Context: an optimization exercise on an open-source flow, tuned for small area and a short achievable clock period. The choices shown serve that exercise and are no tape-out recipe.
Only simulation tests tie the RTL to the original design; equivalence was not proved.
No activity file was given, so power comes from the tool's default toggle rates.

Setup of P:
==> flow/design.v (excerpt) <==
module top_riscv_core
#(
  parameter ADDR_WIDTH = 8,
  parameter ADDR_NUM = 256
)
(
    input clk,
    input rst_n,
    input boot_up,
    output valid,
    output [ADDR_WIDTH-1:0] imem_addr,
    input  [32-1 :0] imem_rdata,
    output [ADDR_WIDTH-1:0] dmem_addr,
    output dmem_re,
    output dmem_we,
    output [3:0] dmem_wmask,
    output [32-1 :0] dmem_wdata,
    input  [32-1 :0] dmem_rdata,
    output rf_we,
    output [5-1 :0] rf_waddr,
    output [32-1 :0] rf_wdata
);
clock: 11.0 ns
lec_check: 0
cap_margin: 20
core_margin: 2
core_utilization: 60
slew_margin: 20
synth_hierarchical: 1
synth_minimum_keep_size: 0
standard.sh (not shown) runs the stock make flow with config.mk's settings and CLKGATE_MAP_FILE= SYNTH_SCRIPT=/design/flow/synth_recipe.tcl, a recipe that flattens the netlist after the stock synthesis.
==> flow/flow/run.sh <==
#!/bin/bash
set -euo pipefail
export SETUP_SLACK_MARGIN=7.25
export CTS_ARGS="-sink_clustering_enable -repair_clock_nets -buf_list sky130_fd_sc_hd__clkbuf_8 -root_buf sky130_fd_sc_hd__clkbuf_16 -dont_use_dummy_load -sink_clustering_size 12 -sink_clustering_max_diameter 50"
export BUFFER_PORTS_ARGS="-buffer_cell sky130_fd_sc_hd__buf_4"
bash standard.sh > orfs_make.log 2>&1
For Q, these inputs were changed with respect to P:
diff --git a/flow/design.v b/flow/design.v
--- a/flow/design.v
+++ b/flow/design.v
@@ -276,23 +276,23 @@
             assign fs1[gi] = (imem_rdata[19:15] == gi);
             assign fs2[gi] = (imem_rdata[24:20] == gi);
         end
         for (gb = 0; gb < 32; gb = gb + 1) begin : g_col
             wire [31:1] col;
             for (gi = 1; gi < 32; gi = gi + 1) begin : g_bit
                 assign col[gi] = gpr[gi][gb];
             end
             wire [3:0] p1, p2;
-            rd7_m u_r1a (.s(fs1[7:1]), .d(col[7:1]), .o(p1[0]));
+            rd8_m u_r1a (.s({fs1[7:1], 1'b0}), .d({col[7:1], 1'b0}), .o(p1[0]));
             rd8_m u_r1b (.s(fs1[15:8]), .d(col[15:8]), .o(p1[1]));
             rd8_m u_r1c (.s(fs1[23:16]), .d(col[23:16]), .o(p1[2]));
             rd8_m u_r1d (.s(fs1[31:24]), .d(col[31:24]), .o(p1[3]));
-            rd7_m u_r2a (.s(fs2[7:1]), .d(col[7:1]), .o(p2[0]));
+            rd8_m u_r2a (.s({fs2[7:1], 1'b0}), .d({col[7:1], 1'b0}), .o(p2[0]));
             rd8_m u_r2b (.s(fs2[15:8]), .d(col[15:8]), .o(p2[1]));
             rd8_m u_r2c (.s(fs2[23:16]), .d(col[23:16]), .o(p2[2]));
             rd8_m u_r2d (.s(fs2[31:24]), .d(col[31:24]), .o(p2[3]));
             assign frd1[gb] = |p1;
             assign frd2[gb] = |p2;
         end
     endgenerate
     wire [4:0] rs1N = ir_n[19:15];
     wire [4:0] rs2N = ir_n[24:20];
@@ -365,25 +365,18 @@
         ir    <= ir_n;
         tsel_j <= ir_n[2] & ir_n[3];
         tsel_u <= ir_n[2] & ~ir_n[3];
         tsel_b <= ~ir_n[2];
         pcid  <= pc;
         rd1_q <= ~stall ? frd1 : wbs1 ? res_rb : rd1_q;
         rd2_q <= ~stall ? frd2 : wbs2 ? res_rb : rd2_q;
     end
 endmodule
-module rd7_m (
-    input  [6:0] s,
-    input  [6:0] d,
-    output       o
-);
-    assign o = |(s & d);
-endmodule
 module rd8_m (
     input  [7:0] s,
     input  [7:0] d,
     output       o
 );
     assign o = |(s & d);
 endmodule
 module eq_sum (
     input  [31:0] x,
## What came out
When Q is set beside P, its total non-filler cell area in the finished layout turns out to be 600 sq um larger.
Per the comparison of Q with P, count of endpoints failing hold in the final timing report now sits at about the same level, setup clock skew after layout now sits lower.
In the final design statistics, Q uses more standard cells in total than P.
Between P and Q, the difference in die boundary height is negligible.
Total routed wirelength on Q is ahead of P.
The final layout from Q, which completed every stage, passed the timing, DRC and antenna checks at the end of the flow.
Q against P: antenna diode instance count saw a decrease, part of the cycle the worst path needs stayed essentially flat, placeable core area +about 1.2%, power density relative to cell area went down by 4.0%, power went down by about 3.3%.
Q does better than P on internal power component.

==> separate check: timing with driven ports <==
The flow's constraints put no driver on any port. The routed layouts listed below were extracted and timed again, unchanged, in two steps. Step 1 (the two cells are an assumption about what drives the block):
set clk [get_ports {clk}]
set_driving_cell -lib_cell sky130_fd_sc_hd__clkbuf_16 $clk
set_driving_cell -lib_cell sky130_fd_sc_hd__buf_2 [delete_from_list [all_inputs] $clk]
Step 2, shift: input delay + t, output delay - t, t = (earliest + latest rising clock arrival at the registers) / 2. This alone moves slack from input paths to output paths. Slacks: ideal ports / drivers / drivers and shift; pairs: ideal ports / drivers.
| run | t, ns | setup WS [ns] | pins driven straight from the clock port |
|---|---|---|---|
| P | 0.807 | 7.145 / 7.113 / 6.377 | 1 |
| Q | 0.829 | 7.161 / 7.143 / 6.388 | 1 |
After both steps every run listed still meets setup and hold. For Q, which loses most, drivers alone change the setup slack by -0.018 ns; drivers and shift together by -0.773 ns.
